From an optimization exercise on the open Yosys and OpenROAD flow, aimed at small area, a short achievable clock period and few clock cycles per item; shortcuts taken in it are not production practice.
The RTL was checked by simulation tests, not by an equivalence proof against the original design.

v6:
==> flow/design.v <==
module DIVIDER (
    input  logic        clk, clr, go,
    input  logic [1:0]  func3,
    input  logic [31:0] rs1, rs2,
    output logic        done,
    output logic [31:0] rd
);
localparam logic [1:0] S_PREP = 2'd0, S_ITER = 2'd1, S_FIN = 2'd2;
logic [1:0]  state;
logic        done_r;
logic [31:0] R, B, Q;
logic [3:0]  cnt;
logic        neg_q, neg_r, is_rem;
assign done = done_r;
assign rd   = R;     
logic        sgn;
logic [31:0] abs_a, abs_b;
assign sgn   = ~func3[0];
assign abs_a = (sgn & rs1[31]) ? -rs1 : rs1;
assign abs_b = (sgn & rs2[31]) ? -rs2 : rs2;
logic        sa;
logic [5:0]  la, lb, za, zb;
logic [6:0]  dd;
logic        b_zero, short_op;
assign sa = sgn & rs1[31];
lzc32 lz_a (.x(rs1 ^ {32{sa}}), .n(la));
lzc32 lz_b (.x(abs_b), .n(lb));
assign dd       = {1'b0, zb} - {1'b0, za};
assign b_zero   = zb[5];
assign short_op = b_zero | dd[6];
logic [32:0] d1;
logic [33:0] d2;
logic [34:0] d3, csa_s, csa_c, x3, y3, z3;
logic        ge1, ge2, ge3;
assign d1 = {1'b0, R} - {1'b0, B};
assign d2 = {2'b0, R} - {1'b0, B, 1'b0};
assign x3 = {3'b0, R};
assign y3 = {3'b0, B};
assign z3 = ~{1'b0, B, 2'b0};
assign csa_s = x3 ^ y3 ^ z3;
assign csa_c = (x3 & y3) | (x3 & z3) | (y3 & z3);
assign d3 = csa_s + {csa_c[33:0], 1'b1};
assign ge1 = ~d1[32];
assign ge2 = ~d2[33];
assign ge3 = ~d3[34];
logic [31:0] r_next;
logic [1:0]  qd;
always_comb begin
    if (ge3)      r_next = d3[31:0];
    else if (ge2) r_next = d2[31:0];
    else if (ge1) r_next = d1[31:0];
    else          r_next = R;
end
assign qd = {ge2, ge3 | (ge1 & ~ge2)};
logic [31:0] negx;
assign negx = -R;
logic need_neg;
assign need_neg = is_rem ? neg_r : neg_q;
always_ff @(posedge clk) begin
    if (done_r) begin
        B      <= abs_b;
        za     <= la - {5'b0, sa};
        zb     <= lb;
        is_rem <= func3[1];
        neg_r  <= sgn & rs1[31];
        neg_q  <= sgn & (rs1[31] ^ rs2[31]) & (rs2 != 32'b0);
    end else if (state == S_PREP) begin
        B      <= B << {dd[4:1], 1'b0};
    end else begin
        B      <= {2'b0, B[31:2]};
    end
    if (state == S_PREP) begin
        Q   <= 32'b0;
        cnt <= dd[4:1];
    end else begin
        Q   <= {Q[29:0], qd};
        cnt <= cnt - 4'd1;
    end
end
always_ff @(posedge clk) begin
    if (clr) begin
        done_r <= 1'b1;
        state  <= S_PREP;
    end else if (done_r) begin
        if (go) begin
            R      <= abs_a;
            state  <= S_PREP;
            done_r <= 1'b0;
        end
    end else begin
        case (state)
        S_PREP: begin
            if (short_op & ~is_rem) R <= {32{b_zero}};
            if (short_op) begin
                if (is_rem & neg_r) state <= S_FIN;
                else done_r <= 1'b1;
            end else begin
                state <= S_ITER;
            end
        end
        S_ITER: begin
            if ((cnt == 4'd0) & ~is_rem) R <= {Q[29:0], qd};
            else                         R <= r_next;
            if (cnt == 4'd0) begin
                if (need_neg) state <= S_FIN;
                else done_r <= 1'b1;
            end
        end
        default: begin
            R <= negx;
            done_r <= 1'b1;
        end
        endcase
    end
end
endmodule
module lzc32 (
    input  logic [31:0] x,
    output logic [5:0]  n
);
    logic [15:0] z1; logic [15:0] c1;
    logic [7:0]  z2; logic [1:0] c2 [8];
    logic [3:0]  z3; logic [2:0] c3 [4];
    logic [1:0]  z4; logic [3:0] c4 [2];
    logic [4:0]  c5;
    always_comb begin
        for (int i = 0; i < 16; i++) begin
            z1[i] = ~(x[2*i+1] | x[2*i]);
            c1[i] = ~x[2*i+1];
        end
        for (int i = 0; i < 8; i++) begin
            z2[i] = z1[2*i+1] & z1[2*i];
            c2[i] = z1[2*i+1] ? {1'b1, c1[2*i]} : {1'b0, c1[2*i+1]};
        end
        for (int i = 0; i < 4; i++) begin
            z3[i] = z2[2*i+1] & z2[2*i];
            c3[i] = z2[2*i+1] ? {1'b1, c2[2*i]} : {1'b0, c2[2*i+1]};
        end
        for (int i = 0; i < 2; i++) begin
            z4[i] = z3[2*i+1] & z3[2*i];
            c4[i] = z3[2*i+1] ? {1'b1, c3[2*i]} : {1'b0, c3[2*i+1]};
        end
        c5 = z4[1] ? {1'b1, c4[0]} : {1'b0, c4[1]};
        n  = (z4[1] & z4[0]) ? 6'd32 : {1'b0, c5};
    end
endmodule
module DIVIDER_wrapper(
    input clk, go, clr,
    input [1:0] func3,
    input [31:0] rs1, rs2,
    output done,
    output logic [31:0] rd);
    DIVIDER divider(.clk(clk), .clr(clr), .go(go), .func3(func3),
                    .rs1(rs1), .rs2(rs2), .done(done), .rd(rd));
endmodule
make LEC_CHECK=0 ABC_CLOCK_PERIOD_IN_PS=3000 CAP_MARGIN=20 CORE_MARGIN=2 CORE_UTILIZATION=40 SETUP_SLACK_MARGIN=5 SLEW_MARGIN=20 finish   # period 10.0 ns
run.sh (not shown) runs the stock make flow with config.mk's settings and CLKGATE_MAP_FILE= SYNTH_SCRIPT=/design/flow/synth_recipe.tcl, a recipe that flattens the netlist after the stock synthesis.
Testbench counts of v6, summed over its fixed seeds: cycles 22,653, items 3,200.
The inputs of v7 differ from those of v6 as listed below.
-- flow/design.v --
<<< v6, line 6
    output logic [31:0] rd
);
localparam logic [1:0] S_PREP = 2'd0, S_ITER = 2'd1, S_FIN = 2'd2;
logic [1:0]  state;
logic        done_r;
>>> v7, line 6
    output logic [31:0] rd
);
localparam logic [1:0] S_PREP = 2'd0, S_ITER = 2'd1, S_FIN = 2'd2, S_FIN0 = 2'd3;
logic [1:0]  state;
logic        done_r;
<<< v6, line 19
assign abs_a = (sgn & rs1[31]) ? -rs1 : rs1;
assign abs_b = (sgn & rs2[31]) ? -rs2 : rs2;
logic        sa;
logic [5:0]  la, lb, za, zb;
logic [6:0]  dd;
logic        b_zero, short_op;
assign sa = sgn & rs1[31];
lzc32 lz_a (.x(rs1 ^ {32{sa}}), .n(la));
lzc32 lz_b (.x(abs_b), .n(lb));
assign dd       = {1'b0, zb} - {1'b0, za};
assign b_zero   = zb[5];
>>> v7, line 19
assign abs_a = (sgn & rs1[31]) ? -rs1 : rs1;
assign abs_b = (sgn & rs2[31]) ? -rs2 : rs2;
logic [5:0]  za, zb;
logic [6:0]  dd;
logic        b_zero, short_op;
lzc32 lz_a (.x(R), .n(za));
lzc32 lz_b (.x(B), .n(zb));
assign dd       = {1'b0, zb} - {1'b0, za};
assign b_zero   = zb[5];
<<< v6, line 54
assign qd = {ge2, ge3 | (ge1 & ~ge2)};
logic [31:0] negx;
assign negx = -R;
logic need_neg;
assign need_neg = is_rem ? neg_r : neg_q;
>>> v7, line 52
assign qd = {ge2, ge3 | (ge1 & ~ge2)};
logic [31:0] negx;
assign negx = ~d1[31:0];     
logic need_neg;
assign need_neg = is_rem ? neg_r : neg_q;
<<< v6, line 60
    if (done_r) begin
        B      <= abs_b;
        za     <= la - {5'b0, sa};
        zb     <= lb;
        is_rem <= func3[1];
        neg_r  <= sgn & rs1[31];
>>> v7, line 58
    if (done_r) begin
        B      <= abs_b;
        is_rem <= func3[1];
        neg_r  <= sgn & rs1[31];
<<< v6, line 67
    end else if (state == S_PREP) begin
        B      <= B << {dd[4:1], 1'b0};
    end else begin
        B      <= {2'b0, B[31:2]};
>>> v7, line 63
    end else if (state == S_PREP) begin
        B      <= B << {dd[4:1], 1'b0};
    end else if ((cnt == 4'd0) | (state == S_FIN0)) begin
        B      <= 32'd1;
    end else begin
        B      <= {2'b0, B[31:2]};
<<< v6, line 93
            if (short_op & ~is_rem) R <= {32{b_zero}};
            if (short_op) begin
                if (is_rem & neg_r) state <= S_FIN;
                else done_r <= 1'b1;
            end else begin
>>> v7, line 91
            if (short_op & ~is_rem) R <= {32{b_zero}};
            if (short_op) begin
                if (is_rem & neg_r) state <= S_FIN0;
                else done_r <= 1'b1;
            end else begin
<<< v6, line 106
                else done_r <= 1'b1;
            end
        end
        default: begin
>>> v7, line 104
                else done_r <= 1'b1;
            end
        end
        S_FIN0: begin
            state <= S_FIN;
        end
        default: begin
Notes after the runs:
Diff v6 -> v7: number of clock buffers in the layout went down 6; setup slack grew by 0.18 ns; area of the multi-input gates lost 12%; fraction of met2 tracks used by global routing up 3.5 points.
Comparing v7 and v6, the lower ratio of cells with drive above 1 in the final layout was measured on v7.
Worst hold slack across all endpoints in v7 is 0.012 ns higher than in v6
v7 -> v6: core utilization flat
rs2[10] as the startpoint of the worst setup timing path was reported by v6, and divider.B[25] by v7.
Number of standard cells after synthesis shrinks by more than 10% when moving from v6 to v7.
Row relative area of non-clock buffer cells in the final design: v7 higher / v6 lower
Relative to v6, the non-clock buffer count in the final layout of v7 is lower by 16.
Testbench counts of v7, summed over its fixed seeds: cycles 22,443, items 3,200.

## what the ideal ports hide
In the flow no input, the clock included, has a driving cell. The finished layouts below were timed again as built, in two steps. Step 1 (the two cells are an assumption about what drives the block):
set clk [get_ports {clk}]
set_driving_cell -lib_cell sky130_fd_sc_hd__clkbuf_16 $clk
set_driving_cell -lib_cell sky130_fd_sc_hd__buf_2 [delete_from_list [all_inputs] $clk]
Step 2 also shifts input and output timing later by t, the mid clock arrival at the registers, as if the neighbouring blocks saw the same clock. Slacks: ideal ports / drivers / drivers and shift; pairs: ideal ports / drivers.
run	t, ns	setup WS [ns]	cell pins on the clock port's net
v6	0.491	4.893 / 4.931 / 4.439	1
v7	0.428	5.070 / 5.070 / 4.862	1
After both steps setup and hold are still met in every run listed. The setup slack of v6, which loses most, moves by +0.038 ns with the drivers and by -0.454 ns with both steps.
